Source: an optimization exercise on an open RTL-to-GDS flow (aim: small area, a short achievable clock period and few clock cycles per item). Production flows keep margins and buffers that such runs may drop.
Function was checked by simulation only, so behaviour that the tests miss may differ from the original.
Power figures rest on the tool's default switching activity, not on a simulated workload.

==> flow/design.v <==
`timescale 1ns/1ps
`default_nettype none
module multiplier #(parameter WIDTH = 64) (
    input  wire [WIDTH:0]   s_in,
    input  wire [WIDTH:0]   c_in,
    input  wire             e_in,
    input  wire [1:0]       a_in,
    input  wire [WIDTH-1:0] b_in,
    input  wire [WIDTH-1:0] n_in,
    input  wire             n1_in,    
    input  wire             iter,     
    input  wire             sub,      
    output logic [WIDTH:0]   s_out,
    output logic [WIDTH:0]   c_out,
    output logic            e_out
    );
    localparam TW = WIDTH + 3;
    logic [TW-1:0] s, c, r1, r2, r3, r4;
    logic [TW-1:0] s1, c1, s2, c2, s3, c3, s4, c4;
    logic [1:0] t, q;
    assign s  = {2'b00, s_in};
    assign c  = {2'b00, c_in};
    assign r1 = a_in[0] ? {3'b000, b_in} : {TW{1'b0}};
    assign r2 = a_in[1] ? {2'b00, b_in, 1'b0} : {TW{1'b0}};
    assign t = s_in[1:0] + c_in[1:0] + {1'b0, e_in} + r1[1:0] + r2[1:0];
    assign q = {iter & (t[1] ^ (t[0] & ~n1_in)), iter & t[0]};
    assign r3 = {{3{sub}}, (n_in & {WIDTH{q[0]}}) | (~n_in & {WIDTH{sub}})};
    assign r4 = q[1] ? {2'b00, n_in, 1'b0} : {TW{1'b0}};
    assign s1 = s ^ c ^ r1;
    assign c1 = {(s[TW-2:0] & c[TW-2:0]) | (s[TW-2:0] & r1[TW-2:0]) | (c[TW-2:0] & r1[TW-2:0]), e_in};
    assign s2 = s1 ^ c1 ^ r2;
    assign c2 = {(s1[TW-2:0] & c1[TW-2:0]) | (s1[TW-2:0] & r2[TW-2:0]) | (c1[TW-2:0] & r2[TW-2:0]), sub};
    assign s3 = s2 ^ c2 ^ r3;
    assign c3 = {(s2[TW-2:0] & c2[TW-2:0]) | (s2[TW-2:0] & r3[TW-2:0]) | (c2[TW-2:0] & r3[TW-2:0]), 1'b0};
    assign s4 = s3 ^ c3 ^ r4;
    assign c4 = {(s3[TW-2:0] & c3[TW-2:0]) | (s3[TW-2:0] & r4[TW-2:0]) | (c3[TW-2:0] & r4[TW-2:0]), 1'b0};
    always_comb begin
        if (iter) begin
            s_out = s4[TW-1:2];
            c_out = c4[TW-1:2];
            e_out = s4[1] & c4[1];
        end else begin
            s_out = s4[WIDTH:0];
            c_out = c4[WIDTH:0];
            e_out = 1'b0;
        end
    end
endmodule
`default_nettype wire
`timescale 1ns/1ps
`default_nettype none
module mont_reduction (
    input  wire [7:0]  x,
    output logic [2:0] pos
    );
    always_comb begin
        pos = 3'd0;
        for (int i = 0; i < 8; i++)
            if (x[i]) pos = i[2:0];
    end
endmodule
`default_nettype wire
`timescale 1ns/1ps
`default_nettype none
module mod_exponent #(parameter WIDTH = 64) (
    input wire clk_in,
    input wire rst_in,
    input wire [WIDTH-1:0] base,
    input wire [WIDTH-1:0] exponent,
    input wire [WIDTH-1:0] modulo,
    input wire [WIDTH-1:0] inv_modulo,
    input wire [WIDTH:0] R,
    input wire [WIDTH-1:0] start_product,
    input wire valid_in,
    input wire ready_in,
    output logic [WIDTH-1:0] c_out,
    output logic valid_out,
    output logic busy_out
    );
    localparam ST_IDLE = 3'd0, ST_SCAN = 3'd1, ST_ITER = 3'd2, ST_SETTLE = 3'd3,
               ST_FIX = 3'd4, ST_DONE = 3'd5, ST_SUB = 3'd6;
    localparam OP_SQ = 2'd0, OP_MUL = 2'd1, OP_CONV = 2'd2;
    logic [2:0] state, state_n;
    logic [1:0] op, op_n;
    logic [WIDTH-1:0] acc;
    logic n1_r;                  
    logic [7:0] bgrp;            
    logic [WIDTH:0] s_r, c_r;
    logic e_r;
    logic [1:0] a_r;
    logic [4:0] cnt;
    logic [6:0] idx, idx_n;      
    logic [7:0] grp;             
    logic scan_wait;             
    logic iter_r, sub_r;         
    logic [WIDTH:0] s_nx, c_nx;
    logic e_nx;
    multiplier #(.WIDTH(WIDTH)) step (
        .s_in(s_r), .c_in(c_r), .e_in(e_r), .a_in(a_r), .b_in(acc), .n_in(modulo),
        .n1_in(n1_r), .iter(iter_r), .sub(sub_r),
        .s_out(s_nx), .c_out(c_nx), .e_out(e_nx));
    logic [2:0] top_pos;
    mont_reduction lead (.x(grp), .pos(top_pos));
    assign c_out = acc;
    wire settled = (c_r == '0) && !e_r;
    wire ebit = grp[idx[2:0]];
    wire need_sub = s_r[WIDTH];
    wire [4:0] cnt1 = cnt + 5'd1;
    wire [4:0] cnt2 = cnt + 5'd2;
    logic ld_acc, ld_base, clr, set_one;
    logic [1:0] a_n;
    always_comb begin
        state_n = state;
        op_n = op;
        idx_n = idx;
        ld_acc = 1'b0;       
        ld_base = 1'b0;      
        clr = 1'b0;          
        set_one = 1'b0;      
        a_n = 2'b00;
        case (op)
            OP_SQ:   a_n = acc[{cnt1, 1'b0} +: 2];
            OP_MUL:  a_n = bgrp[{cnt1[1:0], 1'b0} +: 2];
            default: a_n = 2'b00;
        endcase
        if (state != ST_ITER || cnt == 5'd31) a_n = 2'b00;
        case (state)
            ST_IDLE: begin
                idx_n = 7'd63;
                if (valid_in) state_n = ST_SCAN;
            end
            ST_SCAN: begin
                ld_base = 1'b1;
                clr = 1'b1;
                if (scan_wait) begin
                end else if (grp != 8'd0) begin
                    idx_n = {1'b0, idx[5:3], top_pos} - 7'd1;
                    state_n = ST_ITER;
                    if (idx[5:3] == 3'd0 && top_pos == 3'd0) begin
                        op_n = OP_CONV;
                        a_n = 2'b01;
                    end else begin
                        op_n = OP_SQ;
                        a_n = base[1:0];
                    end
                end else if (idx[5:3] == 3'd0) begin
                    op_n = OP_CONV;
                    set_one = 1'b1;
                    state_n = ST_SETTLE;
                end else begin
                    idx_n = idx - 7'd8;
                end
            end
            ST_ITER: begin
                if (cnt == 5'd31) state_n = ST_SETTLE;
            end
            ST_SETTLE: begin
                if (settled && need_sub) begin
                    state_n = ST_SUB;
                end else if (settled) begin
                    ld_acc = 1'b1;
                    if (op == OP_CONV) begin
                        state_n = ST_SUB;
                    end else begin
                        clr = 1'b1;
                        state_n = ST_ITER;
                        if (op == OP_SQ && ebit) begin
                            op_n = OP_MUL;
                            a_n = bgrp[1:0];
                        end else if (idx[5:0] == 6'd0) begin
                            op_n = OP_CONV;
                            a_n = 2'b01;
                        end else begin
                            idx_n = idx - 7'd1;
                            op_n = OP_SQ;
                            a_n = s_r[1:0];
                        end
                    end
                end
            end
            ST_SUB: state_n = (op == OP_CONV) ? ST_FIX : ST_SETTLE;
            ST_FIX: begin
                if (settled) begin
                    ld_acc = !s_r[WIDTH];
                    state_n = ST_DONE;
                end
            end
            ST_DONE: if (ready_in) state_n = ST_IDLE;
            default: state_n = ST_IDLE;
        endcase
        if (rst_in) state_n = ST_IDLE;
    end
    always_ff @(posedge clk_in) begin
        n1_r <= modulo[1];
        bgrp <= base[{(state == ST_ITER) ? cnt2[4:2] : 3'd0, 3'b000} +: 8];
        grp <= exponent[{idx[5:3], 3'b000} +: 8];
        scan_wait <= (state == ST_IDLE) || ((state == ST_SCAN) && !scan_wait);
        idx <= idx_n;
        state <= state_n;
        op <= op_n;
        iter_r <= state_n == ST_ITER;
        sub_r <= state_n == ST_SUB;
        a_r <= a_n;
        cnt <= (state == ST_ITER) ? cnt1 : 5'd0;
        if (clr || set_one) begin
            s_r <= {{WIDTH{1'b0}}, set_one};
            c_r <= '0;
            e_r <= 1'b0;
        end else begin
            s_r <= s_nx;
            c_r <= c_nx;
            e_r <= e_nx;
        end
        if (ld_base) acc <= base;
        else if (ld_acc) acc <= s_r[WIDTH-1:0];
        if (rst_in) begin
            busy_out <= 1'b0;
            valid_out <= 1'b0;
        end else begin
            if (state == ST_IDLE && valid_in) busy_out <= 1'b1;
            if (state == ST_FIX && settled) begin
                busy_out <= 1'b0;
                valid_out <= 1'b1;
            end
            if (state == ST_DONE && ready_in) valid_out <= 1'b0;
        end
    end
endmodule
`default_nettype wire
==> flow/flow/run.sh <==
#!/bin/bash
# Standard layout, with timing repair aiming well below the clock period so
# the resizer works on the paths that set the achieved period, and small
# port buffers (every port still gets one).
set -euo pipefail
export SETUP_SLACK_MARGIN=6.8
export BUFFER_PORTS_ARGS="-buffer_cell sky130_fd_sc_hd__buf_1"
bash standard.sh > standard.log 2>&1
==> flow/standard.sh <==
#!/bin/bash
# synth_recipe.tcl (not shown) runs the flow's synth.tcl, then flattens the netlist and writes it again
# the make line also repeats each setting of config.mk as NAME=value (left out here)
make -C /OpenROAD-flow-scripts/flow DESIGN_CONFIG=/design/flow/config.mk WORK_HOME=/design/flow/orfs CLKGATE_MAP_FILE= SYNTH_SCRIPT=/design/flow/synth_recipe.tcl "${@:-finish}"
==> flow/config.mk <==
export PLATFORM = sky130hd
export DESIGN_NAME = mod_exponent
export DESIGN_NICKNAME = mod_exponent
export VERILOG_FILES = /design/flow/design.v
export SDC_FILE = /design/flow/constraint.sdc
export NUM_CORES = 4
export LEC_CHECK = 0
export CAP_MARGIN = 20
export CORE_MARGIN = 2
export CORE_UTILIZATION = 55
export CTS_BUF_LIST = sky130_fd_sc_hd__clkbuf_16
export CTS_CLUSTER_DIAMETER = 60
export CTS_CLUSTER_SIZE = 22
export PLACE_DENSITY = 0.65
export SLEW_MARGIN = 20
==> flow/constraint.sdc <==
create_clock -name core_clock -period 10.0 [get_ports {clk_in}]
set_input_delay 2.0000 -clock core_clock [delete_from_list [all_inputs] [get_ports {clk_in}]]
set_output_delay 2.0000 -clock core_clock [all_outputs]
set_load 0.01 [all_outputs]
==> results of run 1 <==
-- cell usage after synthesis (5+ instances only) --
library cell,n,area (um2)
a211oi_1,20,150
clkbuf_1,83,312
nand3_1,24,120
buf_2,10,50.1
buf_4,14,105
and2_1,72,450
mux2i_1,199,1990
ha_1,13,163
nand2_1,281,1050
a21oi_1,29,145
buf_1,6,22.5
inv_1,270,1010
o21ai_0,26,130
and3_1,69,432
nor3_1,6,30.0
a31oi_1,6,37.5
nor2_1,184,691
nor2b_1,6,37.5
mux2_2,16,180
xor2_1,6,52.6
xnor2_1,7,61.3
fa_1,257,5140
nand4_1,5,31.3
edfxtp_1,72,2160
nor4_1,17,106
mux4_2,36,811
dfxtp_1,162,3240
-- power by group --
part	switching (mW)	internal [mW]	total, mW
Sequential	0.324	1.31	1.63
Clock	0.508	0.541	1.05
Combinational	1.25	0.938	2.19
-- cells by family (layout without fill, tap and decap cells) --
| group | Yosys count | in the layout | synth area share (%) |
|---|---|---|---|
| multiplexers | 252 | 252 | 15.7 |
| XOR/XNOR | 13 | 14 | 0.598 |
| AO/OA/AOI/OAI | 101 | 102 | 3.33 |
| other | 0 | 3 | 0 |
| AND/OR/NAND/NOR | 679 | 681 | 16.2 |
| adder cells (fa/ha/maj) | 270 | 270 | 27.9 |
| flip-flops | 234 | 234 | 28.4 |
| buffers and inverters | 384 | 674 | 7.91 |
-- sequential cells by signal (all words and copies together) (netlist names) --
register and count:
valid_out 1, c_r 65, a_r 2, grp 8, n1_r 1, op 2, idx 6, s_r 65
iter_r 1, scan_wait 1, sub_r 1, bgrp 8, busy_out 1, state 3, acc 64, cnt 5
-- final cells by class --
cell class | instances | area [um2] | area share, %
inverters | 271 | 1020 | 4.50
clock buffers | 27 | 676 | 2.99
flip-flops and latches | 234 | 5420 | 24.0
repair buffers | 355 | 2070 | 9.16
multi-input cells | 1319 | 12600 | 55.6
clock inverters | 21 | 272 | 1.20
well taps | 455 | 569 | 2.52
diodes | 3 | 7.51 | 0.0332
-- timing repair --
item,4_1_cts,5_1_grt
hold buffers,0,0
cloned,9,3
gates resized for setup,42,36
setup buffers,38,32
endpoints found under the setup margin,218,245
pin swaps,8,10
-- path summary, 6_finish.rpt --
check	startpoint	end	slack [ns]	cells past startpoint
setup / recovery	acc[0]	c_out[0]	6.62	3
hold reg to reg	valid_out	valid_out	0.49	1
hold / removal	valid_out	valid_out	0.49	1
setup reg to reg	acc[0]	s_r[33]	6.70	11
-- critical path, cell delays in order (launching register included) --
cell and delay, ns:
edfxtp_1 0.46, buf_6 0.15, buf_6 0.10, buf_6 0.11
-- metal layers --
layer  global-route usage, %  routed length [um]  part of all wire (%)  vias to the layer above
li1                        -                   -                     -                     6777
met1                    47.6               25400                    42                     7618
met2                    51.2               27000                    45                      752
met3                    7.42                5990                   9.9                      105
met4                    9.96                1900                   3.1                        4
met5                       0                  30                 0.050                        -
==> summary.md, run 1 <==
| Metric | Value |
|---|---|
| Tightest Pin Transition | between 1 and 1.5 ns |
| Area growth syn-to-layout | 18.7% |
| Most frequent cells in the layout | nand2_1 (278), inv_1 (268), buf_1 (245), fa_1 (191), mux2i_1 (189) |
| Setup_tns | 0 ns |
| Total Wirelength | between 60 and 70 mm |
| Max Fclk | 0.296 GHz |
| Slew headroom | ~29% |
| Vias in the first global route | 15500 |
| Syn_nets | 2592 |
| Worst EP arrival | 1.38 ns |
| Final nets | around 2900 |
| Clock Latency Late Sink | about 0.56 ns |
| Area after DPL | a little over 0.02 mm2 |
| PnR worst setup slack | about 6.6 ns |
| Maxcap violations | 0 |
| Layout Utilization | between 60 and 70% |
| Via Count | around 15000 |
| Slew Viols, Final | 0 |
| DIE AREA | between 0.03 and 0.04 mm2 |
| Post-synthesis instance total | around 1900 |
| YS warnings | 3 |
| Layout cell share with drive strength beyond 1 | between 10% and 20% |
| Maximum fanout along the worst path | 2 |
| Tcrit/Tclk final | between 30 and 40% |
| Hold WC Path Type | register to register |
| Clock transition at path regs | roughly 0.07 ns |
| Final setup skew | between 0.02 and 0.03 ns |
| Ys flop type | dfxtp_1 |
| Hold_ws | 0.487 ns |
| Core area | between 0.03 and 0.04 mm2 |
| Grt total ovfl | 0 |
| Clock tree buffer depth | 3 |
| Minimum clock period after layout | 3.38 ns |
| Post-Syn Area | approximately 0.019 mm2 |
| Post-placement cell count | roughly 2600 |
| I/O Pins | around 460 |
| Fillcell total | ~2900 |
| Hold Fails Final Rpt | 0 |
| CTS tree | built |
| Dpl ws | between 5 and 6 ns |
| Antenna-violating nets left | 0 |
| Router iterations before antenna repair | 5 |
| Unique masters post-synth | 55 |
| Final setup viols | 0 |
| # DRC | 0 |
| Fin cells | between 2000 and 3000 |
| Peak supply drop | 0.000150 V |
| H-Tree Depth | 1 |
| Root Driver | clkbuf_16 |
| RePlAce Congestion | about 0.9 |
| Seq/Total Area, Yosys | between 20% and 30% |
| WL/cell | approximately 22 um |
| Status | complete, no violations |
| Row count | 68 |
| Syn_area_per_cell | between 9 and 10 um2 |
| Worst setup EP type | primary output |
| Die Y | ~190 um |
| Unrepaired setup endpoints after global routing | yes |
| Pwr Density | between 200 and 250 mW/mm2 |
| Final Cell Area | 0.0226 mm2 |
| DP HPWL | 42.0 mm |
| Vias per cell | about 5.7 |
| Async SR Flop Fraction | 0% |
| Worst endpoint required time | approximately 8 ns |
| IO Port Bufs | 261 |
| Final total power | about 4.9 mW |
| Seq cells post-synth | ~230 |
| Number of CTS-inserted buffers | 26 |
| Leakage | between 9 and 10 nW |
| Chip width | around 190 um |
| Initial antenna violation count | 6 |
| GRT Util Overall | approximately 33% |
| First-pass GRT wire length | between 90 and 100 mm |
| TritonCTS Sinks | around 230 |
| Post-synth EDFFs | 72 |
| Initial cell density of the core | approximately 56% |
| First DRT Iteration DRCs | between 1000 and 1500 |
| Commonest non-fill, non-tap cell in the layout | nand2_1 |
| Critical path class | register to primary output |
| CP startpoint kind | register |
| Pin count of the biggest net entering global routing | 77 |
Testbench counts, summed over its fixed seeds: cycles 63,316, items 32.
==> run 2: changes to the inputs <==
==> flow/flow/run.sh (replaced) <==
#!/bin/bash
# Standard layout, with timing repair aiming well below the clock period so
# the resizer works on the paths that set the achieved period, and small
# port buffers (every port still gets one).
set -euo pipefail
export SETUP_SLACK_MARGIN=6.7
export BUFFER_PORTS_ARGS="-buffer_cell sky130_fd_sc_hd__buf_1"
bash standard.sh > standard.log 2>&1
--- a/flow/config.mk
+++ b/flow/config.mk
@@ -7,9 +7,9 @@
 export LEC_CHECK = 0
 export CAP_MARGIN = 20
 export CORE_MARGIN = 2
-export CORE_UTILIZATION = 55
+export CORE_UTILIZATION = 70
 export CTS_BUF_LIST = sky130_fd_sc_hd__clkbuf_16
 export CTS_CLUSTER_DIAMETER = 60
 export CTS_CLUSTER_SIZE = 22
-export PLACE_DENSITY = 0.65
+export PLACE_DENSITY = 0.8
 export SLEW_MARGIN = 20
==> run 2 against run 1 <==
  * Critical path depth is 8 higher
  * Via count is 1.4% higher
  * Global-route usage increased by 5.8 points
  * Register-to-register slack lost 0.12 ns
  * Critical path type is now register to register
  * Clock power shrank 22%
  * Highest routed layer unchanged
  * Sequential share of layout area increased by 1.1 points
  * Critical endpoint is now s_r[6]
  * Utilization is 15 points higher
  * Still clean on timing, DRC and antenna
  * Wire length decreased by 2.7%
  * Count of clock-buffer cells in the layout down 6
  * Die area down 21%
  * Cell area is 4.4% lower
  * Area after synthesis did not move
==> summary.md, run 2 <==
| Metric | Value |
|---|---|
| Status | complete, no violations |
| Worst reg2reg path endpoint | s_r[6] |
| Dpl ws | 5.81 ns (-0.125 ns) |
| CTS tree | built |
| Clock tree buffer depth | 3 (unchanged) |
| Fin cells | 2509 (-6.6%) |
| Switching pwr | 1.98 mW (-5.0%) |
| Setup crit start | a_r[0] |
| GRT Util Overall | 39.2% (+5.8 points) |
| Layout cell share with drive strength beyond 1 | 10.5% (-4.0 points) |
| DP HPWL | 39.8 mm (-5.2%) |
| Hold-fix buffers, CTS | 0 (unchanged) |
| Worst endpoint required time | 10.39 ns (+2.39 ns) |
| Area growth syn-to-layout | 13.4% |
| Most frequent cells after synthesis | nand2_1 (281), inv_1 (270), fa_1 (257) |
| Seq/Total Area, Yosys | 28.4% (unchanged) |
| I/O Pins | 455 (unchanged) |
| Worst setup EP type | register |
| WL/cell | 23.4 um (+4.1%) |
| Ys flop type | dfxtp_1 |
| Unique masters post-synth | 55 (unchanged) |
| Fillcell total | 1716 (-40%) |
| H-Tree Depth | 1 (unchanged) |
| Leakage | 9.26 nW (-3.2%) |
| Reg2Reg Launch Point | a_r[0] |
| First DRT Iteration DRCs | 1737 (+29%) |
| Clock Latency Late Sink | 0.53 ns (-0.03 ns) |
| Via Count | 15500 (+1.4%) |
| Syn_area_per_cell | 9.85 um2 (unchanged) |
| Root Driver | clkbuf_16 |
| Async SR Flop Fraction | 0% (unchanged) |
| DIE AREA | 0.0285 mm2 (-21%) |
| Most frequent cell after synthesis | nand2_1 |
| Pin count of the biggest net entering global routing | 77 (unchanged) |
| Switching share of power | 44.3% (+1.6 points) |
| First-pass GRT wire length | 84.9 mm (-5.9%) |
| Setup_tns | 0 ns (unchanged) |
| Hold WC Path Type | register to register |
| Int Pwr | 2.48 mW (-11%) |
| FF-to-FF setup slack | 6.58 ns (-0.12 ns) |
| Crit path capture | s_r[6] |
| RePlAce Congestion | 0.930 (+4.0%) |
| CP startpoint kind | register |
| Final total power | 4.46 mW (-8.4%) |
| Antenna-violating nets left | 0 (unchanged) |
| Tcrit/Tclk final | 34.2% (+0.43 points) |
| Slew headroom | 30.2% (+0.95 points) |
| Post-Syn Area | 0.0190 mm2 (unchanged) |
| Sequential share of power | 36.7% (+3.2 points) |
| Router iterations before antenna repair | 6 (+1) |
| Seq cells post-synth | 234 (unchanged) |
| Share of the synthesized area in the top cell type | 27.0% (unchanged) |
| Peak supply drop | 0.000120 V (-20%) |
| Maxcap violations | 0 (unchanged) |
| Vias in the first global route | 15400 (-0.50%) |
| Final setup viols | 0 (unchanged) |
| Synth top area cells | fa_1 (27%), dfxtp_1 (17%), edfxtp_1 (11%) |
| Post-synth EDFFs | 72 (unchanged) |
| Post-placement cell count | 2439 (-4.4%) |
| Syn_nets | 2592 (unchanged) |
| Register cell area after layout | 0.00542 mm2 (about the same) |
| Commonest non-fill, non-tap cell in the layout | nand2_1 |
| Pwr Density | 206 mW/mm2 (-4.1%) |
| Number of CTS-inserted buffers | 20 (-23%) |
| Initial antenna violation count | 5 (-1) |
| Total Wirelength | 58.7 mm (-2.7%) |
| Worst EP arrival | 3.81 ns (+2.43 ns) |
| Grt total ovfl | 0 (unchanged) |
| TritonCTS Sinks | 234 (unchanged) |
| Largest area contributor in the netlist | fa_1 |
| Initial cell density of the core | 71.0% (+16 points) |
| Row count | 60 (-12%) |
| Vias per cell | 6.17 (+8.5%) |
| Max Fclk | 0.293 GHz (-1.2%) |
| Combinational share of power | 44.9% (about the same) |
| IO Port Bufs | 261 (unchanged) |
| # DRC | 0 (unchanged) |
| Maximum fanout along the worst path | 8 (+6) |
| Die Y | 169 um (-11%) |
| Tightest Pin Transition | 1.05 ns (-0.0143 ns) |
| Clk pwr share | 18.4% (-3.2 points) |
| Path depth of the worst reg2reg path | 11 (unchanged) |
| Most frequent cells in the layout | nand2_1 (279), buf_1 (259), inv_1 (253), fa_1 (238), mux2i_1 (193) |
| Hold Path Cell Cnt | 1 (unchanged) |
| Final setup skew | 0.0316 ns (+0.00262 ns) |
| Top Registers | c_r (65), s_r (65), acc (64) |
| Post-synthesis instance total | 1933 (unchanged) |
| Slew Viols, Final | 0 (unchanged) |
| Area of the multi-input gates | 0.0123 mm2 (-1.7%) |
| Unrepaired setup endpoints after global routing | yes |
| Critical path class | register to register |
| Minimum clock period after layout | 3.42 ns (+0.0425 ns) |
| Layout Utilization | 80.5% (+15 points) |
| Chip width | 169 um (-11%) |
| Core area | 0.0268 mm2 (-22%) |
| Hold Fails Final Rpt | 0 (unchanged) |
| YS warnings | 3 (unchanged) |
| Final nets | 2813 (-1.8%) |
| Clock transition at path regs | 0.08 ns (about the same) |
| PnR worst setup slack | 6.58 ns (-0.0425 ns) |
==> run 2: timing repair <==
item,CTS,global route
endpoints found under the hold margin,0,0
setup buffers,5,15
endpoints found under the setup margin,173,116
gates cloned,4,9
pin swaps,2,65
gates resized for setup,24,85
==> run 2: metal layers <==
layer,GRT usage (%),wire (um),up-vias
li1,-,-,6662
met4,12.4,2470,6
met3,10.1,8230,195
met5,0,41,-
met2,61.4,26800,1081
met1,54.3,21200,7528
==> run 2: cell type report <==
type                            count  share of cell area [%]
Antenna cell                        1                  0.0116
Clock buffer                       21                    2.43
Clock inverter                     14                   0.696
Inverter                          271                    4.71
Multi-Input combinational cell   1317                    57.2
Sequential cell                   234                    25.1
Tap cell                          341                    1.98
Timing Repair Buffer              310                    7.87
==> run 2: worst min path at each step <==
| stage | from | to |
|---|---|---|
| 3_3_place_gp | valid_out | valid_out |
| 6_report | valid_out | valid_out |
| 2_1_floorplan | scan_wait | scan_wait |
| 3_5_place_dp | valid_out | valid_out |
| 5_1_grt | valid_out | valid_out |
| 4_1_cts | valid_out | valid_out |
==> run 2: power groups by stage <==
stage	Clock, mW	Combinational, mW	Sequential (mW)
after global placement	0	1.68	1.63
after floorplan	0	1.18	1.56
after global routing	0.855	2.19	1.66
after detailed placement	0	1.74	1.64
final	0.819	2.00	1.63
after CTS	0.816	1.80	1.62
==> run 2: stage by stage <==
stage	hold slack, ns	cell area, um2
after floorplan	0.508	19100
after global placement	0.452	20100
after detailed placement	0.462	20100
after CTS	0.487	21000
after global routing	0.535	21600
final	0.498	21600
==> run 2: cells by family (layout without fill, tap and decap cells) <==
group | count (synthesis) | after routing | share of synthesized area (%)
buffers and inverters | 384 | 616 | 7.91
adders and majority gates | 270 | 270 | 27.9
other | 0 | 1 | 0
xor gates and xnor gates | 13 | 13 | 0.598
muxes | 252 | 252 | 15.7
DFF | 234 | 234 | 28.4
and+or+nand+nor | 679 | 680 | 16.2
AOI/OAI and AO/OA | 101 | 102 | 3.33
==> run 2: critical path, cell delays in order, from the launching register on <==
cell	delay, ns
dfxtp_4	0.37
buf_12	0.15
clkbuf_16	0.19
and2_4	0.15
fa_1	0.53
inv_2	0.05
fa_1	0.47
fa_1	0.54
inv_2	0.04
fa_1	0.49
mux2i_1	0.21
nor2_1	0.07
==> run 3: changes to the inputs <==
--- a/flow/config.mk
+++ b/flow/config.mk
@@ -7,9 +7,9 @@
 export LEC_CHECK = 0
 export CAP_MARGIN = 20
 export CORE_MARGIN = 2
-export CORE_UTILIZATION = 70
+export CORE_UTILIZATION = 60
 export CTS_BUF_LIST = sky130_fd_sc_hd__clkbuf_16
 export CTS_CLUSTER_DIAMETER = 60
 export CTS_CLUSTER_SIZE = 22
-export PLACE_DENSITY = 0.8
+export PLACE_DENSITY = 0.7
 export SLEW_MARGIN = 20
==> run 3 against run 2 <==
  * Worst hold slack better by 0.080 ns
  * Sequential power about the same
  * Cell count up 1.8%
  * Die area up 16%
  * Global-route usage down 4.9 points
  * Critical path depth unchanged
  * Sequential share of layout area up 0.27 points
  * Fmax up 3.2%
  * Area after synthesis unchanged
  * Combinational power down 6%
  * Largest cell class unchanged
==> summary.md, run 3 <==
| Metric | Value |
|---|---|
| Status | complete, no violations |
| Slew Viols, Final | 0 (unchanged) |
| CTS tree | built |
| Reg2Reg Launch Point | a_r[0] |
| Grt total ovfl | 0 (unchanged) |
| H-Tree Depth | 1 (unchanged) |
| Initial cell density of the core | 60.6% (-10 points) |
| Unique masters post-synth | 55 (unchanged) |
| CP startpoint kind | register |
| Most frequent cells after synthesis | nand2_1 (281), inv_1 (270), fa_1 (257) |
| Leakage | 9.23 nW (-0.27%) |
| Cell family with most CP delay | adder cells |
| Final setup skew | 0.0155 ns (-0.0161 ns) |
| Commonest non-fill, non-tap cell in the layout | nand2_1 |
| Post-Syn Area | 0.0190 mm2 (unchanged) |
| Syn_nets | 2592 (unchanged) |
| Chip width | 182 um (+7.8%) |
| Via Count | 14900 (-3.6%) |
| RePlAce Congestion | 0.903 (-2.9%) |
| Setup crit start | a_r[0] |
| FF-to-FF setup slack | 6.69 ns (+0.11 ns) |
| Total Wirelength | 57.4 mm (-2.2%) |
| Path depth of the worst reg2reg path | 11 (unchanged) |
| Area growth syn-to-layout | 12.2% |
| Pin count of the biggest net entering global routing | 73 (-5.2%) |
| GRT Util Overall | 34.3% (-4.9 points) |
| Pwr Density | 205 mW/mm2 (-0.66%) |
| Post-synthesis instance total | 1933 (unchanged) |
| Dpl ws | 5.97 ns (+0.160 ns) |
| Setup_tns | 0 ns (unchanged) |
| Largest area contributor in the netlist | fa_1 |
| IO Port Bufs | 261 (unchanged) |
| PnR worst setup slack | 6.69 ns (+0.108 ns) |
| Seq/Total Area, Yosys | 28.4% (unchanged) |
| Minimum clock period after layout | 3.31 ns (-0.108 ns) |
| Core area | 0.0314 mm2 (+17%) |
| Hold Path Cell Cnt | 2 (+1) |
| Most frequent cells in the layout | nand2_1 (278), inv_1 (256), buf_1 (251), fa_1 (250), mux2i_1 (198) |
| Tightest Pin Transition | 1.07 ns (+0.0217 ns) |
| Async SR Flop Fraction | 0% (unchanged) |
| Ys flop type | dfxtp_1 |
| Antenna-violating nets left | 0 (unchanged) |
| Critical path class | register to register |
| Hold Crit Start | s_r[41] |
| Worst setup EP type | register |
| Initial antenna violation count | 5 (unchanged) |
| YS warnings | 3 (unchanged) |
| Post-synth EDFFs | 72 (unchanged) |
| Layout cell share with drive strength beyond 1 | 8.98% (-1.5 points) |
| Clock transition at path regs | 0.08 ns (about the same) |
| Slew headroom | 28.7% (-1.5 points) |
| Router iterations before antenna repair | 5 (-1) |
| Hold Path Sink | acc[41] |
| Hold-fix buffers, CTS | 0 (unchanged) |
| Post-placement cell count | 2499 (+2.5%) |
| Most frequent cell after synthesis | nand2_1 |
| Vias in the first global route | 15300 (-0.87%) |
| Die Y | 182 um (+7.8%) |
| Seq cells post-synth | 234 (unchanged) |
| Crit-path max cell delay | 0.57 ns (+0.03 ns) |
| Cell chain of the critical path | buf_6 > buf_12 > and2_1 > fa_1 > inv_1 > fa_1 > fa_1 > inv_1 > fa_1 > mux2i_1 > nor2_1 |
| Synth top area cells | fa_1 (27%), dfxtp_1 (17%), edfxtp_1 (11%) |
| First DRT Iteration DRCs | 1468 (-15%) |
| Maxcap violations | 0 (unchanged) |
| Share of the synthesized area in the top cell type | 27.0% (unchanged) |
| Syn_area_per_cell | 9.85 um2 (unchanged) |
| Slowest CP cell | fa_1 |
| TritonCTS Sinks | 234 (unchanged) |
| Max Fclk | 0.302 GHz (+3.2%) |
| Number of CTS-inserted buffers | 21 (+5.0%) |
| DIE AREA | 0.0332 mm2 (+16%) |
| I/O Pins | 455 (unchanged) |
| Worst endpoint required time | 10.40 ns (about the same) |
| WL/cell | 22.5 um (-3.9%) |
| Vias per cell | 5.84 (-5.3%) |
| Number of buffers and inverters on the critical path | 4 (unchanged) |
| Most frequent CP cell | fa_1 |
| Worst EP arrival | 3.71 ns (-0.10 ns) |
| CP Depth | 11 (unchanged) |
| Fin cells | 2554 (+1.8%) |
| Tcrit/Tclk final | 33.1% (-1.1 points) |
| DP HPWL | 41.1 mm (+3.1%) |
| First-pass GRT wire length | 86.5 mm (+1.9%) |
| Clock Latency Late Sink | 0.52 ns (about the same) |
| Top Registers | c_r (65), s_r (65), acc (64) |
| Unrepaired setup endpoints after global routing | yes |
| Row count | 65 (+8.3%) |
| Clock tree buffer depth | 3 (unchanged) |
| Worst reg2reg path endpoint | s_r[29] |
| # DRC | 0 (unchanged) |
| Final setup viols | 0 (unchanged) |
| Final nets | 2796 (-0.60%) |
| Hold WC Path Type | register to register |
| Hold Fails Final Rpt | 0 (unchanged) |
| Fillcell total | 2535 (+48%) |
| Root Driver | clkbuf_16 |
| Peak supply drop | 0.000133 V (+11%) |
| Maximum fanout along the worst path | 8 (unchanged) |
## run 3: worst register-to-register path: stages (launching register included)
cell	delay [ns]
dfxtp_4	0.41
buf_6	0.15
buf_12	0.14
and2_1	0.15
fa_1	0.48
inv_1	0.05
fa_1	0.49
fa_1	0.58
inv_1	0.05
fa_1	0.48
mux2i_1	0.16
nor2_1	0.06
## run 3: logic make-up (layout without fill, tap and decap cells)
logic type | Yosys count | count (layout) | synth area share, %
AO/OA/AOI/OAI | 101 | 101 | 3.33
multiplexers | 252 | 252 | 15.7
flip-flops | 234 | 234 | 28.4
buffers and inverters | 384 | 599 | 7.91
AND/OR/NAND/NOR | 679 | 681 | 16.2
adder cells (fa/ha/maj) | 270 | 270 | 27.9
XOR/XNOR | 13 | 13 | 0.598
other | 0 | 2 | 0
## run 3: metrics by stage
stage | hold WS, ns | utilization [%] | power, mW | area [um2]
global placement | 0.549 | 64.3 | 3.36 | 20200
CTS | 0.573 | 67.0 | 4.30 | 21000
detailed placement | 0.557 | 64.3 | 3.41 | 20200
global route | 0.607 | 68.0 | 4.68 | 21400
finish | 0.578 | 68.0 | 4.38 | 21400
floorplan | 0.508 | - | 2.74 | 19100
## run 3: worst max-delay path by stage
stage / slack [ns] / endpoint
final: 6.69 / s_r[29]
after global routing: 6.62 / s_r[57]
after CTS: 6.70 / c_r[40]
after detailed placement: 5.97 / s_r[1]
after global placement: 6.03 / s_r[7]
after floorplan: 6.59 / s_r[1]
## run 3: final cells by class
| type | instances | area (um2) | area share [%] |
|---|---|---|---|
| multi-input combinational | 1317 | 12300 | 57.5 |
| sequential | 234 | 5420 | 25.4 |
| timing repair buffer | 292 | 1450 | 6.77 |
| inverter | 271 | 1020 | 4.76 |
| clock buffer | 21 | 526 | 2.46 |
| tap | 402 | 503 | 2.36 |
| clock inverter | 15 | 169 | 0.791 |
| antenna | 2 | 5.00 | 0.0234 |
## run 3: repair_timing
action                     4_1_cts  5_1_grt
gates resized for setup         15       68
pin swaps                        1       47
setup buffers                    3        3
setup endpoints to repair      145      158
cloned                           2        8
## run 3: power breakdown
group	internal [mW]	switching, mW	total (mW)
sequential	1.31	0.339	1.65
clock	0.468	0.390	0.858
combinational	0.735	1.14	1.88
total	2.51	1.87	4.38
## run 3: routing by layer
metal,part of all wire (%),vias to the layer above,GRT usage [%]
li1,-,6611,-
met1,40,7354,48.3
met2,45,804,52.6
met3,11,138,8.38
met4,4.1,4,11.4
met5,0.049,-,0
==> run 4: changes to the inputs <==
--- a/flow/config.mk
+++ b/flow/config.mk
@@ -9,7 +9,7 @@
 export CORE_MARGIN = 2
 export CORE_UTILIZATION = 60
 export CTS_BUF_LIST = sky130_fd_sc_hd__clkbuf_16
-export CTS_CLUSTER_DIAMETER = 60
-export CTS_CLUSTER_SIZE = 22
+export CTS_CLUSTER_DIAMETER = 70
+export CTS_CLUSTER_SIZE = 28
 export PLACE_DENSITY = 0.7
 export SLEW_MARGIN = 20
==> run 4 against run 3 <==
  * Area after synthesis unchanged
  * Cell area fell by 0.92%
  * Clock skew is 0.012 ns higher
  * Utilization down 0.63 points
  * Sequential power hardly changed
  * Largest cell class unchanged
  * Wire length shrank 0.58%
  * Count of clock-buffer cells in the layout is 4 lower
  * Highest routed layer unchanged
  * Register-to-register slack better by 0.03 ns
  * Largest power group unchanged
  * Total power down 2.8%
  * Critical path depth is 1 lower
==> summary.md, run 4 <==
| Metric | Value |
|---|---|
| Status | complete, no violations |
| Syn_area_per_cell | 9.85 um2 (unchanged) |
| Top Registers | c_r (65), s_r (65), acc (64) |
| Hold Fails Final Rpt | 0 (unchanged) |
| Layout cell share with drive strength beyond 1 | 8.13% (-0.85 points) |
| Reg2Reg Launch Point | a_r[0] |
| Pin count of the biggest net entering global routing | 73 (unchanged) |
| CTS tree | built |
| Max Fclk | 0.305 GHz (+0.93%) |
| Maximum fanout along the worst path | 8 (unchanged) |
| Root Driver | clkbuf_16 |
| Final nets | 2789 (-0.25%) |
| FF-to-FF setup slack | 6.72 ns (+0.03 ns) |
| Largest area contributor in the netlist | fa_1 |
| Die Y | 182 um (unchanged) |
| Area growth syn-to-layout | 11.2% |
| Initial antenna violation count | 6 (+1) |
| Peak supply drop | 0.000128 V (-3.5%) |
| Slowest CP cell | fa_1 |
| Fin cells | 2545 (-0.35%) |
| Most frequent CP cell | fa_1 |
| WL/cell | 22.4 um (-0.23%) |
| H-Tree Depth | 1 (unchanged) |
| Worst setup EP type | register |
| Leakage | 9.13 nW (-1.1%) |
| Seq cells post-synth | 234 (unchanged) |
| Unrepaired setup endpoints after global routing | yes |
| DIE AREA | 0.0332 mm2 (unchanged) |
| Share of the synthesized area in the top cell type | 27.0% (unchanged) |
| Maxcap violations | 0 (unchanged) |
| Router iterations before antenna repair | 6 (+1) |
| Most frequent cell after synthesis | nand2_1 |
| PnR worst setup slack | 6.72 ns (+0.0304 ns) |
| Dpl ws | 5.97 ns (unchanged) |
| Clock Latency Late Sink | 0.52 ns (about the same) |
| Tightest Pin Transition | 1.04 ns (-0.0312 ns) |
| Setup crit start | a_r[0] |
| Post-synthesis compound-gate area fraction | 3.33% (unchanged) |
| Adder-cell share of the synthesized area | 27.9% (unchanged) |
| Slew headroom | 30.7% (+2.1 points) |
| Crit path capture | s_r[61] |
| Post-placement cell count | 2499 (unchanged) |
| Post-synth EDFFs | 72 (unchanged) |
| Async SR Flop Fraction | 0% (unchanged) |
| Setup_tns | 0 ns (unchanged) |
| DP HPWL | 41.1 mm (unchanged) |
| Grt total ovfl | 0 (unchanged) |
| Syn_nets | 2592 (unchanged) |
| Worst endpoint required time | 10.41 ns (about the same) |
| Via Count | 14900 (-0.31%) |
| CP startpoint kind | register |
| I/O Pins | 455 (unchanged) |
| Hold-fix buffers, CTS | 0 (unchanged) |
| Row count | 65 (unchanged) |
| RePlAce Congestion | 0.903 (unchanged) |
| Worst reg2reg path endpoint | s_r[61] |
| Ys flop type | dfxtp_1 |
| Minimum clock period after layout | 3.28 ns (-0.0304 ns) |
| Largest family of logic cells by synthesized area | adder cells |
| First DRT Iteration DRCs | 1539 (+4.8%) |
| Final setup skew | 0.0274 ns (+0.0119 ns) |
| Post-synthesis instance total | 1933 (unchanged) |
| YS warnings | 3 (unchanged) |
| Clock tree buffer depth | 3 (unchanged) |
| Critical path class | register to register |
| Total Wirelength | 57.1 mm (-0.58%) |
| Vias per cell | 5.84 (about the same) |
| GRT Util Overall | 34.1% (-0.16 points) |
| Most frequent cells in the layout | nand2_1 (279), inv_1 (257), fa_1 (253), buf_1 (253), mux2i_1 (197) |
| Synth Area in XOR/XNOR | 0.598% (unchanged) |
| Final total power | 4.26 mW (-2.8%) |
| Core area | 0.0314 mm2 (unchanged) |
| Hold WC Path Type | register to register |
| Path depth of the worst reg2reg path | 10 (-1) |
| Unique masters post-synth | 55 (unchanged) |
| Seq/Total Area, Yosys | 28.4% (unchanged) |
| Simple-Gate Fraction of Synth Area | 16.2% (unchanged) |
| Slew Viols, Final | 0 (unchanged) |
| Final setup viols | 0 (unchanged) |
| Worst EP arrival | 3.69 ns (-0.02 ns) |
| Chip width | 182 um (unchanged) |
| Commonest non-fill, non-tap cell in the layout | nand2_1 |
| Initial cell density of the core | 60.6% (unchanged) |
| Mux contribution to synthesized area | 15.7% (unchanged) |
| Fillcell total | 2563 (+1.1%) |
| Clock transition at path regs | 0.11 ns (+0.03 ns) |
| Synth top area cells | fa_1 (27%), dfxtp_1 (17%), edfxtp_1 (11%) |
| Hold_ws | 0.569 ns (-0.00861 ns) |
| Number of CTS-inserted buffers | 17 (-19%) |
| Most frequent cells after synthesis | nand2_1 (281), inv_1 (270), fa_1 (257) |
| Cell chain of the critical path | clkbuf_16 > and2_4 > fa_1 > fa_1 > inv_1 > fa_1 > inv_2 > fa_1 > mux2i_1 > nor2_1 |
| Vias in the first global route | 15200 (-0.48%) |
| Tcrit/Tclk final | 32.8% (-0.30 points) |
| Post-Syn Area | 0.0190 mm2 (unchanged) |
| Antenna-violating nets left | 0 (unchanged) |
| IO Port Bufs | 261 (unchanged) |
| # DRC | 0 (unchanged) |
| Pwr Density | 201 mW/mm2 (-1.9%) |
| Crit-path max cell delay | 0.51 ns (-0.06 ns) |
| First-pass GRT wire length | 86.0 mm (-0.64%) |
| TritonCTS Sinks | 234 (unchanged) |
==> run 4: cell count changes in the layout (fill, tap and decap cells not counted), moves of 3 or more <==
cell,before,now
buf_12,9,6
clkbuf_2,10,7
clkbuf_16,25,20
inv_2,18,13
and2_4,17,14
fa_2,7,4
fa_1,250,253
and2_1,55,58
==> run 4: cells by family (layout without fill, tap and decap cells) <==
| family | count (synthesis) | count (layout) |
|---|---|---|
| flip-flops | 234 | 234 |
| AND/OR/NAND/NOR | 679 | 681 |
| AO/OA/AOI/OAI | 101 | 101 |
| adder cells (fa/ha/maj) | 270 | 270 |
| buffers and inverters | 384 | 589 |
| multiplexers | 252 | 252 |
| XOR/XNOR | 13 | 13 |
| other | 0 | 3 |
==> run 4: stage by stage <==
step	utilization, %	cell area (um2)
3_5_place_dp	64.3	20200
5_1_grt	67.4	21200
6_report	67.4	21200
3_3_place_gp	64.3	20200
4_1_cts	66.6	20900
2_1_floorplan	-	19100
==> run 4: critical path, delay by kind of cell, from the launching register on <==
kind / cells / cell delay [ns]
buf+inv: 3 / 0.32
flops: 1 / 0.50
simple gates: 2 / 0.20
mux: 1 / 0.20
fa+ha+maj: 4 / 1.96
==> run 4: where the power goes <==
part / internal, mW / leakage [nW] / total [mW] / switching (mW)
Sequential: 1.31 / 2.03 / 1.65 / 0.339
Clock: 0.361 / 0.285 / 0.761 / 0.400
Combinational: 0.721 / 6.81 / 1.85 / 1.13
==> run 4: what timing repair did <==
item | in CTS | in global routing
resized for setup | 15 | 57
endpoints found under the setup margin | 157 | 164
pin swaps | 0 | 34
setup buffers | 2 | 2
gates cloned | 2 | 7
==> run 4: area by class of cell <==
cell class / instances / area [um2] / share of cell area (%)
multi-input combinational: 1317 / 12300 / 57.9
sequential: 234 / 5420 / 25.6
timing repair buffer: 289 / 1380 / 6.50
inverter: 271 / 1020 / 4.81
tap: 402 / 503 / 2.38
clock buffer: 17 / 425 / 2.01
clock inverter: 12 / 154 / 0.727
antenna: 3 / 7.51 / 0.0355
==> run 4: worst min-delay path by stage <==
stage	startpoint	to	slack, ns	cells after the start
after floorplan	scan_wait	scan_wait	0.51	1
after global placement	s_r[41]	acc[41]	0.55	2
after CTS	s_r[49]	acc[49]	0.58	2
after detailed placement	s_r[49]	acc[49]	0.56	2
after global routing	busy_out	busy_out	0.61	2
final	s_r[49]	acc[49]	0.57	2
==> run 4: layer usage <==
metal | vias up | global-route usage, % | wire length (um)
met5 | - | 0 | 27
met4 | 4 | 11.1 | 2150
met3 | 115 | 8.72 | 6060
met2 | 749 | 51.9 | 25500
met1 | 7398 | 48.3 | 23400
li1 | 6599 | - | -
==> run 5: changes to the inputs <==
--- a/flow/config.mk
+++ b/flow/config.mk
@@ -7,9 +7,9 @@
 export LEC_CHECK = 0
 export CAP_MARGIN = 20
 export CORE_MARGIN = 2
-export CORE_UTILIZATION = 60
+export CORE_UTILIZATION = 50
 export CTS_BUF_LIST = sky130_fd_sc_hd__clkbuf_16
 export CTS_CLUSTER_DIAMETER = 70
 export CTS_CLUSTER_SIZE = 28
-export PLACE_DENSITY = 0.7
+export PLACE_DENSITY = 0.6
 export SLEW_MARGIN = 20
==> run 5 against run 4 <==
  * Clock power up 14%
  * Via count is 1.0% lower
  * First-iteration DRC count fell by 29%
  * Cell area is 3.0% higher
  * Combinational power barely moved
  * Worst setup slack got worse by 0.080 ns
  * Cell count is 4.9% higher
  * Largest cell class unchanged
  * Fmax down 2.4%
  * Global-route usage is 4.7 points lower
  * Utilization shrank 9.4 points
  * Sequential power is essentially flat
  * Still clean on timing, DRC and antenna
==> summary.md, run 5 <==
| Metric | Value |
|---|---|
| Antenna-violating nets left | 0 (unchanged) |
| Initial antenna violation count | 1 (-5) |
| Simple-Gate Fraction of Synth Area | 16.2% (unchanged) |
| FF-to-FF setup slack | 6.64 ns (-0.08 ns) |
| Hold Crit Start | valid_out |
| Peak supply drop | 0.000139 V (+8.2%) |
| RePlAce Congestion | 0.882 (-2.3%) |
| YS warnings | 3 (unchanged) |
| Worst setup EP type | register |
| Root Driver | clkbuf_16 |
| Tcrit/Tclk final | 33.6% (+0.80 points) |
| Unique masters post-synth | 55 (unchanged) |
| Hold WC Path Type | register to register |
| Area growth syn-to-layout | 14.5% |
| Critical path class | register to register |
| Post-synthesis instance total | 1933 (unchanged) |
| Dpl ws | 5.63 ns (-0.342 ns) |
| Final setup skew | 0.0324 ns (+0.00503 ns) |
| Slew headroom | 24.7% (-6.0 points) |
| Tightest Pin Transition | 1.12 ns (+0.0872 ns) |
| DP HPWL | 42.0 mm (+2.2%) |
| Crit-path max cell delay | 0.56 ns (+0.05 ns) |
| Largest area contributor in the netlist | fa_1 |
| Pwr Density | 202 mW/mm2 (+0.48%) |
| Vias in the first global route | 14900 (-2.0%) |
| Seq cells post-synth | 234 (unchanged) |
| Total Wirelength | 58.8 mm (+3.0%) |
| Reg2Reg Launch Point | a_r[0] |
| First-pass GRT wire length | 87.2 mm (+1.4%) |
| Slowest CP cell | fa_2 |
| Clock transition at path regs | 0.08 ns (-0.03 ns) |
| Area after DPL | 0.0203 mm2 (+0.68%) |
| Cell chain of the critical path | buf_12 > and2_4 > fa_2 > and2_4 > buf_12 > buf_16 > mux2i_1 > fa_1 > inv_1 > fa_1 > mux2i_2 > nor2_1 |
| Layout Utilization | 58.0% (-9.4 points) |
| I/O Pins | 455 (unchanged) |
| Row count | 71 (+9.2%) |
| Post-synthesis compound-gate area fraction | 3.33% (unchanged) |
| GRT Util Overall | 29.4% (-4.7 points) |
| Syn_nets | 2592 (unchanged) |
| Core area | 0.0376 mm2 (+20%) |
| Largest family of logic cells by synthesized area | adder cells |
| Mux contribution to synthesized area | 15.7% (unchanged) |
| TritonCTS Sinks | 234 (unchanged) |
| Layout cell share with drive strength beyond 1 | 10.4% (+2.3 points) |
| # DRC | 0 (unchanged) |
| Hold_ws | 0.468 ns (-0.101 ns) |
| Adder-cell share of the synthesized area | 27.9% (unchanged) |
| CP startpoint kind | register |
| Router iterations before antenna repair | 5 (-1) |
| Syn_area_per_cell | 9.85 um2 (unchanged) |
| Hold-fix buffers, CTS | 0 (unchanged) |
| CTS tree | built |
| DIE AREA | 0.0396 mm2 (+20%) |
| Unrepaired setup endpoints after global routing | yes |
| Maximum fanout along the worst path | 6 (-2) |
| Ys flop type | dfxtp_1 |
| Hold Fails Final Rpt | 0 (unchanged) |
| Final nets | 2803 (+0.50%) |
| Final Cell Area | 0.0218 mm2 (+3.0%) |
| Minimum clock period after layout | 3.36 ns (+0.0801 ns) |
| WL/cell | 22.0 um (-1.9%) |
| Max Fclk | 0.298 GHz (-2.4%) |
| Synth Area in XOR/XNOR | 0.598% (unchanged) |
| Worst EP arrival | 3.76 ns (+0.07 ns) |
| Share of the synthesized area in the top cell type | 27.0% (unchanged) |
| Clock tree buffer depth | 3 (unchanged) |
| First DRT Iteration DRCs | 1086 (-29%) |
| Initial cell density of the core | 50.7% (-10 points) |
| Maxcap violations | 0 (unchanged) |
| Crit path capture | s_r[7] |
| Pin count of the biggest net entering global routing | 87 (+19%) |
| IO Port Bufs | 261 (unchanged) |
| Worst endpoint required time | 10.40 ns (about the same) |
| Top Registers | c_r (65), s_r (65), acc (64) |
| Most frequent cell after synthesis | nand2_1 |
| Setup_tns | 0 ns (unchanged) |
| Worst reg2reg path endpoint | s_r[7] |
| Path depth of the worst reg2reg path | 12 (+2) |
| Grt total ovfl | 0 (unchanged) |
| Number of CTS-inserted buffers | 20 (+3) |
| Die Y | 199 um (+9.3%) |
| Chip width | 199 um (+9.3%) |
| Most frequent cells after synthesis | nand2_1 (281), inv_1 (270), fa_1 (257) |
| Vias per cell | 5.51 (-5.6%) |
| Async SR Flop Fraction | 0% (unchanged) |
| Commonest non-fill, non-tap cell in the layout | nand2_1 |
| PnR worst setup slack | 6.64 ns (-0.0801 ns) |
| Clock Latency Late Sink | 0.55 ns (+0.03 ns) |
| Final setup viols | 0 (unchanged) |
| Most frequent cells in the layout | nand2_1 (279), buf_1 (261), inv_1 (256), fa_1 (230), mux2i_1 (192) |
| Post-Syn Area | 0.0190 mm2 (unchanged) |
| Seq/Total Area, Yosys | 28.4% (unchanged) |
| H-Tree Depth | 1 (unchanged) |
| Leakage | 9.22 nW (+1.0%) |
| Setup crit start | a_r[0] |
| Synth top area cells | fa_1 (27%), dfxtp_1 (17%), edfxtp_1 (11%) |
| Slew Viols, Final | 0 (unchanged) |
| Via Count | 14700 (-1.0%) |
| Post-synth EDFFs | 72 (unchanged) |
| Status | complete, no violations |
[run 5: cell counts after synthesis]
No cell type changed its count.
[run 5: area by class of cell]
cell class                 instances  area (um2)
clock inverter                    15         180
timing repair buffer             300        1620
multi-input combinational       1317       12400
sequential                       234        5420
inverter                         271        1020
clock buffer                      21         526
fill                            3373       15800
tap                              511         639
antenna                            1        2.50
[run 5: repair_timing]
action,4_1_cts,5_1_grt
pin swaps,2,55
setup endpoints to repair,194,178
gates cloned,4,7
buffers inserted,4,9
gates resized for setup,24,82
[run 5: per-layer routing]
metal | GRT usage, % | vias up | part of all wire [%] | wire, um
met3 | 4.88 | 85 | 7.4 | 4330
met5 | 0 | - | 0.027 | 16
met2 | 47.7 | 567 | 47 | 27400
li1 | - | 6625 | - | -
met1 | 41.3 | 7438 | 43 | 25400
met4 | 7.46 | 2 | 2.9 | 1690
[run 5: cell families (layout without fill, tap and decap cells)]
family / after synthesis / after routing
mux: 252 / 252
xor+xnor: 13 / 13
buf+inv: 384 / 607
simple gates: 679 / 681
other cells: 0 / 1
flops: 234 / 234
fa+ha+maj: 270 / 270
compound gates: 101 / 101
[run 5: per-stage QoR]
stage / instances / total power [mW]
final: 2670 / 4.41
after global routing: 2669 / 4.71
after CTS: 2652 / 4.34
after detailed placement: 2608 / 3.43
after global placement: 2608 / 3.40
after floorplan: 1933 / 2.74
[run 5: critical path, delay by kind of cell, from the launching register on]
kind	cells	cell delay (ns)
muxes	2	0.32
and+or+nand+nor	3	0.45
DFF	1	0.39
adders and majority gates	3	1.56
buffers and inverters	4	0.50
[run 5: worst min path at each step]
stage,end,depth (start not counted)
floorplan,scan_wait,1
global placement,valid_out,1
CTS,valid_out,1
detailed placement,valid_out,1
global route,valid_out,1
finish,valid_out,1
[run 5: power breakdown]
group          internal, mW  leakage [nW]  switching (mW)
Sequential             1.31          2.03           0.345
Clock                 0.417         0.346           0.451
Combinational         0.744          6.85            1.14
==> run 6: changes to the inputs <==
--- a/flow/config.mk
+++ b/flow/config.mk
@@ -7,9 +7,9 @@
 export LEC_CHECK = 0
 export CAP_MARGIN = 20
 export CORE_MARGIN = 2
-export CORE_UTILIZATION = 50
+export CORE_UTILIZATION = 55
 export CTS_BUF_LIST = sky130_fd_sc_hd__clkbuf_16
 export CTS_CLUSTER_DIAMETER = 70
 export CTS_CLUSTER_SIZE = 28
-export PLACE_DENSITY = 0.6
+export PLACE_DENSITY = 0.65
 export SLEW_MARGIN = 20
==> run 6 against run 5 <==
  * First-iteration DRC count grew 17%
  * Non-clock buffer count shrank 8
  * Critical path depth shrank 5
  * Sequential share of layout area grew 0.61 points
  * Worst hold slack gained 0.019 ns
  * Count of clock-buffer cells in the layout shrank 1
  * Flip-flop and latch count is the same
  * Clock power shrank 4.1%
  * Via count shrank 0.76%
  * Sequential power is essentially flat
  * Utilization grew 4.0 points
  * Combinational power shrank 2%
==> summary.md, run 6 <==
| Metric | Value |
|---|---|
| Root Driver | clkbuf_16 |
| Seq/Total Area, Yosys | 28.4% (unchanged) |
| Combinational share of power | 42.7% (about the same) |
| Critical path class | input pin to register |
| GRT Util Overall | 31.6% (+2.2 points) |
| Clock transition at path regs | 0.09 ns (about the same) |
| Slew Viols, Final | 0 (unchanged) |
| Layout Utilization | 62.0% (+4.0 points) |
| Ys flop type | dfxtp_1 |
| Number of CTS-inserted buffers | 19 (-5.0%) |
| Largest area contributor in the netlist | fa_1 |
| Grt total ovfl | 0 (unchanged) |
| WL/cell | 21.9 um (-0.71%) |
| Syn_nets | 2592 (unchanged) |
| RePlAce Congestion | 0.905 (+2.6%) |
| Max Fclk | 0.309 GHz (+3.8%) |
| Peak supply drop | 0.000142 V (+2.2%) |
| Async SR Flop Fraction | 0% (unchanged) |
| Switching pwr | 1.89 mW (-2.3%) |
| Pin count of the biggest net entering global routing | 76 (-13%) |
| Clock tree buffer depth | 3 (unchanged) |
| Tcrit/Tclk final | 32.4% (-1.2 points) |
| Most frequent cell after synthesis | nand2_1 |
| Maxcap violations | 0 (unchanged) |
| Core area | 0.0343 mm2 (-8.8%) |
| DIE AREA | 0.0361 mm2 (-8.9%) |
| Unrepaired setup endpoints after global routing | yes |
| Die Y | 190 um (-4.6%) |
| Final nets | 2795 (-0.29%) |
| First-pass GRT wire length | 86.7 mm (-0.48%) |
| Clk pwr share | 19.3% (-0.4 points) |
| CP startpoint kind | input pin |
| Hold Fails Final Rpt | 0 (unchanged) |
| Leakage | 9.17 nW (-0.52%) |
| Tightest Pin Transition | 1.13 ns (+0.00327 ns) |
| Setup_tns | 0 ns (unchanged) |
| Worst endpoint required time | 10.42 ns (+0.02 ns) |
| Area growth syn-to-layout | 11.7% |
| PnR worst setup slack | 6.76 ns (+0.123 ns) |
| Switching share of power | 43.9% (about the same) |
| Int Pwr | 2.41 mW (-2.3%) |
| Most frequent cells after synthesis | nand2_1 (281), inv_1 (270), fa_1 (257) |
| Crit-path max cell delay | 0.48 ns (-0.08 ns) |
| First DRT Iteration DRCs | 1270 (+17%) |
| Hold WC Path Type | register to register |
| Post-synthesis instance total | 1933 (unchanged) |
| Total Wirelength | 56.9 mm (-3.2%) |
| Most frequent cells in the layout | nand2_1 (279), inv_1 (270), fa_1 (255), buf_1 (255), mux2i_1 (199) |
| Initial cell density of the core | 55.5% (+4.9 points) |
| Seq cells post-synth | 234 (unchanged) |
| Chip width | 190 um (-4.6%) |
| Maximum fanout along the worst path | 2 (-4) |
| CTS tree | built |
| Commonest non-fill, non-tap cell in the layout | nand2_1 |
| Synth top area cells | fa_1 (27%), dfxtp_1 (17%), edfxtp_1 (11%) |
| Initial antenna violation count | 3 (+2) |
| Row count | 68 (-4.2%) |
| Top Registers | c_r (65), s_r (65), acc (64) |
| Syn_area_per_cell | 9.85 um2 (unchanged) |
| Post-Syn Area | 0.0190 mm2 (unchanged) |
| Post-synth EDFFs | 72 (unchanged) |
| Worst EP arrival | 3.65 ns (-0.11 ns) |
| IO Port Bufs | 261 (unchanged) |
| Router iterations before antenna repair | 5 (unchanged) |
| Vias in the first global route | 14900 (-0.020%) |
| Vias per cell | 5.61 (+1.8%) |
| Final total power | 4.30 mW (-2.3%) |
| Clock Latency Late Sink | 0.54 ns (about the same) |
| Final setup viols | 0 (unchanged) |
| Cell chain of the critical path | buf_1 > mux2i_1 > fa_1 > inv_1 > fa_1 > mux2i_1 > nor2_1 |
| Layout cell share with drive strength beyond 1 | 7.03% (-3.4 points) |
| Hold_ws | 0.487 ns (+0.0190 ns) |
| Dpl ws | 5.91 ns (+0.276 ns) |
| Unique masters post-synth | 55 (unchanged) |
| YS warnings | 3 (unchanged) |
| I/O Pins | 455 (unchanged) |
| Minimum clock period after layout | 3.24 ns (-0.123 ns) |
| Via Count | 14600 (-0.76%) |
| Slowest CP cell | fa_1 |
| Antenna-violating nets left | 0 (unchanged) |
| Status | complete, no violations |
| TritonCTS Sinks | 234 (unchanged) |
| Diodes inserted | 0 (-1) |
| Worst setup EP type | register |
| Final setup skew | 0.0365 ns (+0.00406 ns) |
| Pwr Density | 202 mW/mm2 (about the same) |
| DP HPWL | 41.9 mm (-0.25%) |
| H-Tree Depth | 1 (unchanged) |
| # DRC | 0 (unchanged) |
| Share of the synthesized area in the top cell type | 27.0% (unchanged) |
| Slew headroom | 24.8% (+0.037 points) |
| Sequential share of power | 37.9% (+0.4 points) |
[run 6: cell count changes in the layout (fill, tap and decap cells not counted), sizes merged]
cell,before,now
diode,1,0
and2,74,73
clkbuf,26,28
buf,295,284
o21ai,26,27
nand2,281,282
clkinv,8,7
[run 6: path summary, 6_finish.rpt]
check,start,endpoint,slack (ns),cells after the start
hold / removal,valid_out,valid_out,0.49,1
setup reg to reg,a_r[0],s_r[23],6.77,10
setup / recovery,modulo[40],s_r[38],6.76,7
hold reg to reg,valid_out,valid_out,0.49,1
[run 6: final cells by class]
cell class                 instances  area [um2]
inverter                         271        1020
tap                              455         569
clock inverter                    14         175
multi-input combinational       1318       12200
fill                            3021       13000
timing repair buffer             292        1360
clock buffer                      20         500
sequential                       234        5420
[run 6: kinds of logic (layout without fill, tap and decap cells)]
logic type	after synthesis	in the layout	share of synthesized area, %
XOR/XNOR	13	13	0.598
adder cells (fa/ha/maj)	270	270	27.9
multiplexers	252	252	15.7
flip-flops	234	234	28.4
AND/OR/NAND/NOR	679	681	16.2
buffers and inverters	384	597	7.91
AO/OA/AOI/OAI	101	102	3.33
[run 6: routing by layer]
layer,GRT usage [%],share of wire (%)
met4,6.14,2.1
met2,49.8,46
met3,5.09,8.8
met5,0,0.058
met1,46.7,43
[run 6: metrics by stage]
step           cells  area [um2]
6_report        2604       21300
2_1_floorplan   1933       19100
3_3_place_gp    2553       20300
4_1_cts         2595       21100
5_1_grt         2604       21300
3_5_place_dp    2553       20300
[run 6: power groups by stage]
stage	Clock, mW	Combinational (mW)	Sequential, mW
6_report	0.832	1.84	1.63
5_1_grt	0.870	2.06	1.66
4_1_cts	0.838	1.82	1.63
3_5_place_dp	0	1.77	1.65
3_3_place_gp	0	1.72	1.65
2_1_floorplan	0	1.18	1.56
[run 6: worst max-delay path: cells and delay by family]
family / cells / cell delay [ns]
simple gates: 1 / 0.06
fa+ha+maj: 2 / 0.93
mux: 2 / 0.48
buf+inv: 2 / 0.20
[run 6: repair_timing]
action	in CTS	in global routing
setup buffers	4	5
hold buffers	0	0
gates cloned	4	3
setup endpoints to repair	182	165
resized for setup	17	12
pin swaps	1	2
==> run 7: changes to the inputs <==
--- a/flow/config.mk
+++ b/flow/config.mk
@@ -13,3 +13,4 @@
 export CTS_CLUSTER_SIZE = 28
 export PLACE_DENSITY = 0.65
 export SLEW_MARGIN = 20
+export TNS_END_PERCENT = 10
==> run 7 against run 6 <==
  * Cell area rose by 0.74%
  * Highest routed layer unchanged
  * Total power is 2.5% higher
  * Combinational power increased by 5%
  * Clock skew increased by 0.0025 ns
  * Area after synthesis unchanged
  * Cell count hardly changed
  * Sequential share of layout area decreased by 0.20 points
  * Register-to-register slack got worse by 0.08 ns
  * Via count increased by 1.7%
  * First-iteration DRC count decreased by 3.8%
==> summary.md, run 7 <==
| Metric | Value |
|---|---|
| Status | complete, no violations |
| Layout Utilization | 62.5% (+0.46 points) |
| Max Fclk | 0.302 GHz (-2.3%) |
| Final nets | 2797 (+0.072%) |
| Ys flop type | dfxtp_1 |
| Layout cell share with drive strength beyond 1 | 7.02% (about the same) |
| Most frequent cells after synthesis | nand2_1 (281), inv_1 (270), fa_1 (257) |
| DP HPWL | 41.2 mm (-1.5%) |
| I/O Pins | 455 (unchanged) |
| Post-synthesis instance total | 1933 (unchanged) |
| Hold Fails Final Rpt | 0 (unchanged) |
| Vias per cell | 5.70 (+1.6%) |
| TritonCTS Sinks | 234 (unchanged) |
| DIE AREA | 0.0361 mm2 (unchanged) |
| H-Tree Depth | 1 (unchanged) |
| Hold WC Path Type | register to register |
| Slew headroom | 39.0% (+14 points) |
| GRT Util Overall | 31.9% (+0.29 points) |
| Hold Path Sink | valid_out |
| Hold Crit Start | valid_out |
| FF-to-FF setup slack | 6.69 ns (-0.08 ns) |
| Initial cell density of the core | 55.5% (unchanged) |
| Router iterations before antenna repair | 5 (unchanged) |
| Unrepaired setup endpoints after global routing | yes |
| Critical path class | register to register |
| Total Wirelength | 58.6 mm (+3.0%) |
| Area of the multi-input gates | 0.0123 mm2 (+0.61%) |
| Post-placement cell count | 2553 (unchanged) |
| Die Y | 190 um (unchanged) |
| Worst EP arrival | 3.71 ns (+0.06 ns) |
| RePlAce Congestion | 0.905 (about the same) |
| Commonest non-fill, non-tap cell in the layout | nand2_1 |
| Cell chain of the critical path | buf_12 > nand2_1 > fa_1 > inv_1 > fa_1 > fa_1 > fa_1 > a21oi_1 > o22ai_1 |
| First DRT Iteration DRCs | 1222 (-3.8%) |
| Cell family with most CP delay | adder cells |
| Antenna-violating nets left | 0 (unchanged) |
| Root Driver | clkbuf_16 |
| Synth top area cells | fa_1 (27%), dfxtp_1 (17%), edfxtp_1 (11%) |
| Vias in the first global route | 15200 (+2.1%) |
| Hold-fix buffers, CTS | 0 (unchanged) |
| Post-synth EDFFs | 72 (unchanged) |
| Area growth syn-to-layout | 12.6% |
| Syn_area_per_cell | 9.85 um2 (unchanged) |
| Clk pwr share | 19.3% (about the same) |
| Via Count | 14800 (+1.7%) |
| Slowest CP cell | fa_1 |
| Tcrit/Tclk final | 33.1% (+0.76 points) |
| Fin cells | 2606 (+0.077%) |
| Minimum clock period after layout | 3.31 ns (+0.0765 ns) |
| Most frequent cells in the layout | nand2_1 (279), inv_1 (272), buf_1 (260), fa_1 (254), mux2i_1 (198) |
| Number of CTS-inserted buffers | 19 (unchanged) |
| Hold Path Cell Cnt | 1 (unchanged) |
| WL/cell | 22.5 um (+2.9%) |
| Number of buffers and inverters on the critical path | 2 (unchanged) |
| Maxcap violations | 0 (unchanged) |
| Final setup skew | 0.0390 ns (+0.00248 ns) |
| Slew Viols, Final | 0 (unchanged) |
| Async SR Flop Fraction | 0% (unchanged) |
| Dpl ws | 6.07 ns (+0.161 ns) |
| Share of the synthesized area in the top cell type | 27.0% (unchanged) |
| Worst endpoint required time | 10.39 ns (-0.03 ns) |
| Initial antenna violation count | 5 (+2) |
| Chip width | 190 um (unchanged) |
| Combinational share of power | 43.8% (+1.1 points) |
| Crit-path max cell delay | 0.53 ns (+0.05 ns) |
| Pin count of the biggest net entering global routing | 72 (-5.3%) |
| Syn_nets | 2592 (unchanged) |
| Peak supply drop | 0.000218 V (+53%) |
| Most frequent cell after synthesis | nand2_1 |
| Int Pwr | 2.49 mW (+3.3%) |
| Top Registers | c_r (65), s_r (65), acc (64) |
-- run 7: power by group through the flow --
stage | combinational [mW] | sequential (mW) | clock, mW
detailed placement | 1.77 | 1.64 | 0
global route | 2.15 | 1.66 | 0.890
global placement | 1.73 | 1.64 | 0
CTS | 1.90 | 1.62 | 0.858
floorplan | 1.18 | 1.56 | 0
finish | 1.93 | 1.63 | 0.852
-- run 7: metal layers --
metal	wire [um]	global-route usage, %
met1	24800	46.0
met2	26300	49.5
met3	5650	6.16
met4	1830	8.91
met5	29	0
-- run 7: final cells by class --
type / count / share of cell area, %
Clock buffer: 19 / 2.22
Clock inverter: 15 / 0.870
Inverter: 271 / 4.75
Multi-Input combinational cell: 1317 / 57.4
Sequential cell: 234 / 25.3
Tap cell: 455 / 2.66
Timing Repair Buffer: 295 / 6.81
-- run 7: kinds of logic after synthesis --
kind of cell / Yosys count / share of synthesized area [%]
AO/OA/AOI/OAI: 101 / 3.33
XOR/XNOR: 13 / 0.598
adder cells (fa/ha/maj): 270 / 27.9
buffers and inverters: 384 / 7.91
flip-flops: 234 / 28.4
multiplexers: 252 / 15.7
AND/OR/NAND/NOR: 679 / 16.2
-- run 7: worst max-delay path by stage --
stage | from | to | slack [ns] | cells past startpoint
final | a_r[0] | s_r[0] | 6.69 | 9
after CTS | c_r[35] | acc[41] | 6.66 | 6
after detailed placement | acc[0] | s_r[0] | 6.07 | 10
after global routing | acc[0] | s_r[48] | 6.61 | 10
after floorplan | modulo[3] | s_r[1] | 6.59 | 6
after global placement | acc[0] | s_r[0] | 6.13 | 10
-- run 7: metrics by stage --
step / hold slack, ns / power, mW / area (um2)
final: 0.476 / 4.41 / 21400
after CTS: 0.475 / 4.38 / 21200
after detailed placement: 0.457 / 3.41 / 20300
after global routing: 0.511 / 4.70 / 21400
after global placement: 0.456 / 3.37 / 20300
after floorplan: 0.508 / 2.74 / 19000
-- run 7: worst reg2reg max path, delay by kind of cell (launching register included) --
kind            cells  cell delay [ns]
compound gates      2             0.30
buf+inv             2             0.27
flops               1             0.44
simple gates        1             0.18
fa+ha+maj           4             1.98
-- run 7: repair_timing --
action | CTS | global route
pin swaps | 4 | 3
setup endpoints to repair | 191 | 187
setup buffers | 7 | 2
gates resized for setup | 17 | 23
cloned | 2 | 7

-- afterwards: timing with drivers on the ports --
Ports are ideal in the flow. The routed layouts listed here were re-timed in OpenROAD.
Step 1, drivers: a clkbuf_16 drives clk_in and a buf_2 each remaining input, both assumed.
Step 2 also shifts input and output timing later by t, the mid clock arrival at the registers, as if the neighbouring blocks saw the same clock.
Slacks: no drivers / after step 1 / after step 2; pairs: no drivers / after step 1.
run	t, ns	setup WS [ns]	worst setup path after step 2
run 1	0.597	6.624 / 6.570 / 6.148	input to register
run 2	0.570	6.582 / 6.582 / 6.156	input to register
run 3	0.559	6.689 / 6.689 / 6.207	input to register
run 4	0.559	6.720 / 6.720 / 6.195	input to register
run 5	0.593	6.639 / 6.639 / 6.185	input to register
run 6	0.579	6.763 / 6.711 / 6.218	input to register
run 7	0.581	6.686 / 6.686 / 6.153	input to register
After both steps every run listed still meets setup and hold. For run 6, which loses most, drivers alone change the setup slack by -0.052 ns; drivers and shift together by -0.545 ns.
